What follows belongs to an exercise in optimizing a design on an open flow for small area and a short achievable clock period; a production flow would make more cautious choices.
In this exercise RTL edits were held to simulation tests only and were not proved equivalent to the original.
Power figures rest on the tool's default switching activity, not on a simulated workload.

==> inputs of run C <==
Design MIPS, start of the top module:
module MIPS (
    input RESET,
    input CLK,
    output [31:0] data_address_2DM,
    output MemRead_2DM,
    output MemWrite_2DM,
    input [31:0] data_read_fDM,
    output [31:0] data_write_2DM,
    output [1:0] data_write_size_2DM,
    output [31:0] Instr_address_2IM,
    input [31:0] Instr1_fIM,
    output SYS
    );
==> module FwdBranch, before the edit <==
module FwdBranch(
    input [31:0] E_data,      
    input [31:0] D,           
    input [31:0] M_base,      
    input [15:0] M_sel,       
    input [3:0]  M_sgn_en,    
    input [3:0]  M_ss,        
    input [31:0] rest_s,      
    input [31:0] rest_t,
    input        selE_s, selM_s, selR_s,
    input        selE_t, selM_t, selR_t,
    input        br_eq, br_ne, br_lez, br_gtz, br_ltz, br_gez, br_always,
    output [31:0] rsval,
    output [31:0] rtval,
    output        taken
    );
    wire sgn = (M_ss[0] & D[7]) | (M_ss[1] & D[15]) | (M_ss[2] & D[23]) | (M_ss[3] & D[31]);
    reg [31:0] vs, vt;
    integer b, x;
    always @(*) begin
        for (b = 0; b < 32; b = b + 1) begin
            vs[b] = (selE_s & E_data[b]) | (selR_s & rest_s[b]) | (selM_s & M_base[b]) |
                    (selM_s & M_sgn_en[b / 8] & sgn);
            vt[b] = (selE_t & E_data[b]) | (selR_t & rest_t[b]) | (selM_t & M_base[b]) |
                    (selM_t & M_sgn_en[b / 8] & sgn);
            for (x = 0; x < 4; x = x + 1) begin
                vs[b] = vs[b] | (selM_s & M_sel[4 * (b / 8) + x] & D[8 * x + b % 8]);
                vt[b] = vt[b] | (selM_t & M_sel[4 * (b / 8) + x] & D[8 * x + b % 8]);
            end
        end
    end
    assign rsval = vs;
    assign rtval = vt;
    wire eq   = (rsval == rtval);
    wire zero = (rsval == 32'd0);
    wire neg  = rsval[31];
    assign taken = (br_eq & eq) | (br_ne & !eq) | (br_lez & (neg | zero)) |
                   (br_gtz & !neg & !zero) | (br_ltz & neg) | (br_gez & !neg) | br_always;
endmodule
==> module ALU, before the edit <==
module ALU(
    output reg [31:0] aluResult,
    output reg [31:0] HI_S_OUT, output reg [31:0] HI_C_OUT,
    output reg [31:0] LO_S_OUT, output reg [31:0] LO_C_OUT,
    output reg        LINK_OUT, output reg HCIN_OUT,
    input [31:0] HI_S, input [31:0] HI_C,
    input [31:0] LO_S, input [31:0] LO_C,
    input        LINK, input HCIN,
    input [31:0] A,
    input [31:0] B,
    input [31:0] MA,           
    input [31:0] MB,
    input [5:0] ALU_control,
    input [4:0] shiftAmount);
    wire [63:0] ps, pc;
    mul32_csa mul (.a(MA), .b(MB), .s(ps), .c(pc));
    wire [31:0] lo_sum = LO_S + LO_C;
    wire        lo_cout;
    Carry32 lo_carry (.a(LO_S), .b(LO_C), .cout(lo_cout));
    wire        hi_cin = LINK ? lo_cout : HCIN;
    wire [31:0] hi_sum0 = HI_S + HI_C;
    wire [32:0] hi_sum1x = {HI_S, 1'b1} + {HI_C, 1'b1};
    wire [31:0] hi_sum1 = hi_sum1x[32:1];
    wire [31:0] hi_value = hi_cin ? hi_sum1 : hi_sum0;
    wire        is_sub = (ALU_control == 6'b011101) || (ALU_control == 6'b011110) ||
                         (ALU_control == 6'b010101) || (ALU_control == 6'b111111);
    wire [33:0] sum34 = {1'b0, A, 1'b1} + {1'b0, B, is_sub};
    wire [31:0] sum = sum34[32:1];
    wire        c32 = sum34[33];                  
    wire        c31 = sum[31] ^ A[31] ^ B[31];    
    wire        b31 = ~B[31];                     
    wire        eq31 = &(A[30:0] ^ B[30:0]);      
    wire        slt = (A[31] == b31) ? !c31 : (A[31] ? (!c31 || eq31) : 1'b0);
    wire        sltu = !c32;
    wire [4:0]  amt = shiftAmount;
    wire        arith = (ALU_control == 6'b011001) || (ALU_control == 6'b011010);
    wire [31:0] shl = B << amt;
    wire [31:0] shr = (B >> amt) | ({32{arith & B[31]}} & ~(32'hFFFFFFFF >> amt));
    wire        sllv_big = (A[31:5] != 27'd0);    
    always @(*) begin
        aluResult = 32'b0;
        HI_S_OUT = HI_S; HI_C_OUT = HI_C;
        LO_S_OUT = LO_S; LO_C_OUT = LO_C;
        LINK_OUT = LINK; HCIN_OUT = HCIN;
        case (ALU_control)
            6'b000000,6'b000010,6'b000001,6'b000011,6'b110111,6'b110101: aluResult = sum;
            6'b111101,6'b101000,6'b100001,6'b101010,6'b101011,6'b101100,6'b101101,6'b101110,
            6'b101111,6'b110000,6'b110001,6'b110110,6'b110010,6'b110011,6'b111001: aluResult = sum;
            6'b000100: aluResult = A & B;
            6'b001000: aluResult = {B[15:0],16'b0};
            6'b001001: aluResult = hi_value;    
            6'b001010: aluResult = lo_sum;      
            6'b001011: begin                    
                HI_S_OUT = A; HI_C_OUT = 32'd0; LINK_OUT = 1'b0; HCIN_OUT = 1'b0;
            end
            6'b001100: begin                    
                LO_S_OUT = A; LO_C_OUT = 32'd0; LINK_OUT = 1'b0; HCIN_OUT = hi_cin;
            end
            6'b001101: begin                    
                HI_S_OUT = ps[63:32]; HI_C_OUT = pc[63:32];
                LO_S_OUT = ps[31:0];  LO_C_OUT = pc[31:0];
                LINK_OUT = 1'b1; HCIN_OUT = 1'b0;
            end
            6'b001111: aluResult = ~(A | B);
            6'b010000: aluResult = A | B;
            6'b010011: aluResult = shl;
            6'b010100: aluResult = sllv_big ? 32'd0 : shl;
            6'b010101: aluResult = {31'd0, slt};
            6'b111111: aluResult = {31'd0, sltu};
            6'b011001,6'b011010,6'b011011,6'b011100: aluResult = shr;
            6'b011101,6'b011110: aluResult = sum;
            6'b011111,6'b100000: aluResult = A ^ B;
            6'b110100,6'b111000: aluResult = B;
            default: aluResult = 32'b0;
        endcase
    end
endmodule
Settings: LEC_CHECK=0, CAP_MARGIN=20, CELL_PAD_IN_SITES_DETAIL_PLACEMENT=1, CELL_PAD_IN_SITES_GLOBAL_PLACEMENT=2, CORE_MARGIN=2, CORE_UTILIZATION=45, PLACE_DENSITY=0.55, SLEW_MARGIN=20, SYNTH_HIERARCHICAL=1; clock period 15.0 ns.
standard.sh (not shown) runs the stock make flow with config.mk's settings and CLKGATE_MAP_FILE= SYNTH_SCRIPT=/design/flow/synth_recipe.tcl, a recipe that flattens the netlist after the stock synthesis.
==> flow/flow/run.sh <==
#!/bin/bash
set -euo pipefail
cd "$(dirname "${BASH_SOURCE[0]}")/.."
export SETUP_SLACK_MARGIN=${SETUP_SLACK_MARGIN:-10}
export BUFFER_PORTS_ARGS="-buffer_cell sky130_fd_sc_hd__buf_4"
bash standard.sh > make_flow.log 2>&1
==> inputs of run Z, as changes to run C <==
--- a/flow/design.v
+++ b/flow/design.v
@@ -105,9 +105,28 @@
     end
     assign rsval = vs;
     assign rtval = vt;
-    wire eq   = (rsval == rtval);
-    wire zero = (rsval == 32'd0);
-    wire neg  = rsval[31];
+    wire eq, zero;
+    Eq32 cmp_eq (.a(rsval), .b(rtval), .eq(eq));
+    Zero32 cmp_zero (.a(rsval), .zero(zero));
+    BranchTaken bt (
+        .eq(eq), .zero(zero), .neg(rsval[31]),
+        .br_eq(br_eq), .br_ne(br_ne), .br_lez(br_lez), .br_gtz(br_gtz),
+        .br_ltz(br_ltz), .br_gez(br_gez), .br_always(br_always),
+        .taken(taken)
+    );
+endmodule
+module Eq32(input [31:0] a, input [31:0] b, output eq);
+    assign eq = (a == b);
+endmodule
+module Zero32(input [31:0] a, output zero);
+    assign zero = (a == 32'd0);
+endmodule
+module BranchTaken(
+    input eq, input zero, input neg,
+    input br_eq, input br_ne, input br_lez, input br_gtz,
+    input br_ltz, input br_gez, input br_always,
+    output taken
+    );
     assign taken = (br_eq & eq) | (br_ne & !eq) | (br_lez & (neg | zero)) |
                    (br_gtz & !neg & !zero) | (br_ltz & neg) | (br_gez & !neg) | br_always;
 endmodule
@@ -274,9 +293,9 @@
     wire        lo_cout;
     Carry32 lo_carry (.a(LO_S), .b(LO_C), .cout(lo_cout));
     wire        hi_cin = LINK ? lo_cout : HCIN;
-    wire [31:0] hi_sum0 = HI_S + HI_C;
-    wire [32:0] hi_sum1x = {HI_S, 1'b1} + {HI_C, 1'b1};
-    wire [31:0] hi_sum1 = hi_sum1x[32:1];
+    wire [31:0] hi_sum0, hi_sum1;
+    Add32 hi_add0 (.a(HI_S), .b(HI_C), .cin(1'b0), .s(hi_sum0));
+    Add32 hi_add1 (.a(HI_S), .b(HI_C), .cin(1'b1), .s(hi_sum1));
     wire [31:0] hi_value = hi_cin ? hi_sum1 : hi_sum0;
     wire        is_sub = (ALU_control == 6'b011101) || (ALU_control == 6'b011110) ||
                          (ALU_control == 6'b010101) || (ALU_control == 6'b111111);
@@ -293,19 +312,20 @@
     wire [31:0] shl = B << amt;
     wire [31:0] shr = (B >> amt) | ({32{arith & B[31]}} & ~(32'hFFFFFFFF >> amt));
     wire        sllv_big = (A[31:5] != 27'd0);    
+    wire [31:0] result;
+    AluResultMux rmux (
+        .ALU_control(ALU_control),
+        .sum(sum), .and_r(A & B), .lui({B[15:0], 16'b0}), .hi(hi_value), .lo(lo_sum),
+        .nor_r(~(A | B)), .or_r(A | B), .shl(shl), .sllv_big(sllv_big), .slt(slt), .sltu(sltu),
+        .shr(shr), .xor_r(A ^ B), .b(B),
+        .y(result)
+    );
     always @(*) begin
-        aluResult = 32'b0;
+        aluResult = result;
         HI_S_OUT = HI_S; HI_C_OUT = HI_C;
         LO_S_OUT = LO_S; LO_C_OUT = LO_C;
         LINK_OUT = LINK; HCIN_OUT = HCIN;
         case (ALU_control)
-            6'b000000,6'b000010,6'b000001,6'b000011,6'b110111,6'b110101: aluResult = sum;
-            6'b111101,6'b101000,6'b100001,6'b101010,6'b101011,6'b101100,6'b101101,6'b101110,
-            6'b101111,6'b110000,6'b110001,6'b110110,6'b110010,6'b110011,6'b111001: aluResult = sum;
-            6'b000100: aluResult = A & B;
-            6'b001000: aluResult = {B[15:0],16'b0};
-            6'b001001: aluResult = hi_value;    
-            6'b001010: aluResult = lo_sum;      
             6'b001011: begin                    
                 HI_S_OUT = A; HI_C_OUT = 32'd0; LINK_OUT = 1'b0; HCIN_OUT = 1'b0;
             end
@@ -317,20 +337,44 @@
                 LO_S_OUT = ps[31:0];  LO_C_OUT = pc[31:0];
                 LINK_OUT = 1'b1; HCIN_OUT = 1'b0;
             end
-            6'b001111: aluResult = ~(A | B);
-            6'b010000: aluResult = A | B;
-            6'b010011: aluResult = shl;
-            6'b010100: aluResult = sllv_big ? 32'd0 : shl;
-            6'b010101: aluResult = {31'd0, slt};
-            6'b111111: aluResult = {31'd0, sltu};
-            6'b011001,6'b011010,6'b011011,6'b011100: aluResult = shr;
-            6'b011101,6'b011110: aluResult = sum;
-            6'b011111,6'b100000: aluResult = A ^ B;
-            6'b110100,6'b111000: aluResult = B;
-            default: aluResult = 32'b0;
+            default: ;
         endcase
     end
 endmodule
+module AluResultMux(
+    input [5:0]  ALU_control,
+    input [31:0] sum, input [31:0] and_r, input [31:0] lui, input [31:0] hi, input [31:0] lo,
+    input [31:0] nor_r, input [31:0] or_r, input [31:0] shl, input sllv_big,
+    input slt, input sltu, input [31:0] shr, input [31:0] xor_r, input [31:0] b,
+    output reg [31:0] y
+    );
+    always @(*) begin
+        case (ALU_control)
+            6'b000000,6'b000010,6'b000001,6'b000011,6'b110111,6'b110101: y = sum;
+            6'b111101,6'b101000,6'b100001,6'b101010,6'b101011,6'b101100,6'b101101,6'b101110,
+            6'b101111,6'b110000,6'b110001,6'b110110,6'b110010,6'b110011,6'b111001: y = sum;
+            6'b000100: y = and_r;
+            6'b001000: y = lui;
+            6'b001001: y = hi;        
+            6'b001010: y = lo;        
+            6'b001111: y = nor_r;
+            6'b010000: y = or_r;
+            6'b010011: y = shl;
+            6'b010100: y = sllv_big ? 32'd0 : shl;
+            6'b010101: y = {31'd0, slt};
+            6'b111111: y = {31'd0, sltu};
+            6'b011001,6'b011010,6'b011011,6'b011100: y = shr;
+            6'b011101,6'b011110: y = sum;
+            6'b011111,6'b100000: y = xor_r;
+            6'b110100,6'b111000: y = b;
+            default: y = 32'b0;
+        endcase
+    end
+endmodule
+module Add32(input [31:0] a, input [31:0] b, input cin, output [31:0] s);
+    wire [32:0] t = {a, 1'b1} + {b, cin};
+    assign s = t[32:1];
+endmodule
 module Carry32(input [31:0] a, input [31:0] b, output cout);
     wire [31:0] g0 = a & b, p0 = a | b;
     wire [15:0] g1, p1;
==> qor summary <==
Startpoint of the most critical register-to-register path: run C EXE.LO_S[1]$_DFF_PN0_; run Z EXE.ALU_result1_OUT[1]$_DFF_P_
Switch share: run C 0.516; run Z 0.551
Status: run C timing/DRC/antenna clean; run Z timing/DRC/antenna clean
Setup bufs post-CTS: run C 178; run Z 260
Final clock-cell share: run C 0.0465; run Z 0.0444
Final weighted congestion in routability-driven placement: run C 1.01; run Z 1.07
Critical Path AT: run C 6.88 ns; run Z 6.71 ns
Setup crit start: run C EXE.LO_S[1]$_DFF_PN0_; run Z EXE.ALU_result1_OUT[1]$_DFF_P_
Routing usage on met3: run C 0.108; run Z 0.122
Sequential group power: run C 6.35 mW; run Z 6.81 mW
Clock-net power: run C 4.66 mW; run Z 4.53 mW
DPL Wire Length: run C 387000 um; run Z 404000 um
Pin count of the biggest net entering global routing: run C 94; run Z 112
Number of global-route vias before repair: run C 101000; run Z 105000

==> what the ideal ports hide <==
How much do the figures lean on ideal ports? The routed layouts below were timed once more, with nothing changed but the port constraints.
Step 1: set_driving_cell puts a clkbuf_16 on CLK and a buf_2 on each other input, an assumption about the parent block.
Step 2 also shifts input and output timing later by t, the mid clock arrival at the registers, as if the neighbouring blocks saw the same clock.
a / b / c = no drivers / after step 1 / after step 2; a / b = the first two.
| run | t, ns | slack for setup (ns) | clock arrival spread, ns | slew at the worst register clock pin (ns) |
|---|---|---|---|---|
| run C | 0.972 | 8.851 / 8.851 / 8.325 | 0.127 / 0.126 | 0.08 / 0.08 |
| run Z | 0.983 | 8.995 / 8.995 / 8.362 | 0.111 / 0.111 | 0.08 / 0.08 |
After both steps setup and hold are still met in every run listed. For run Z, which loses most, drivers alone change the setup slack by 0.000 ns; drivers and shift together by -0.633 ns.
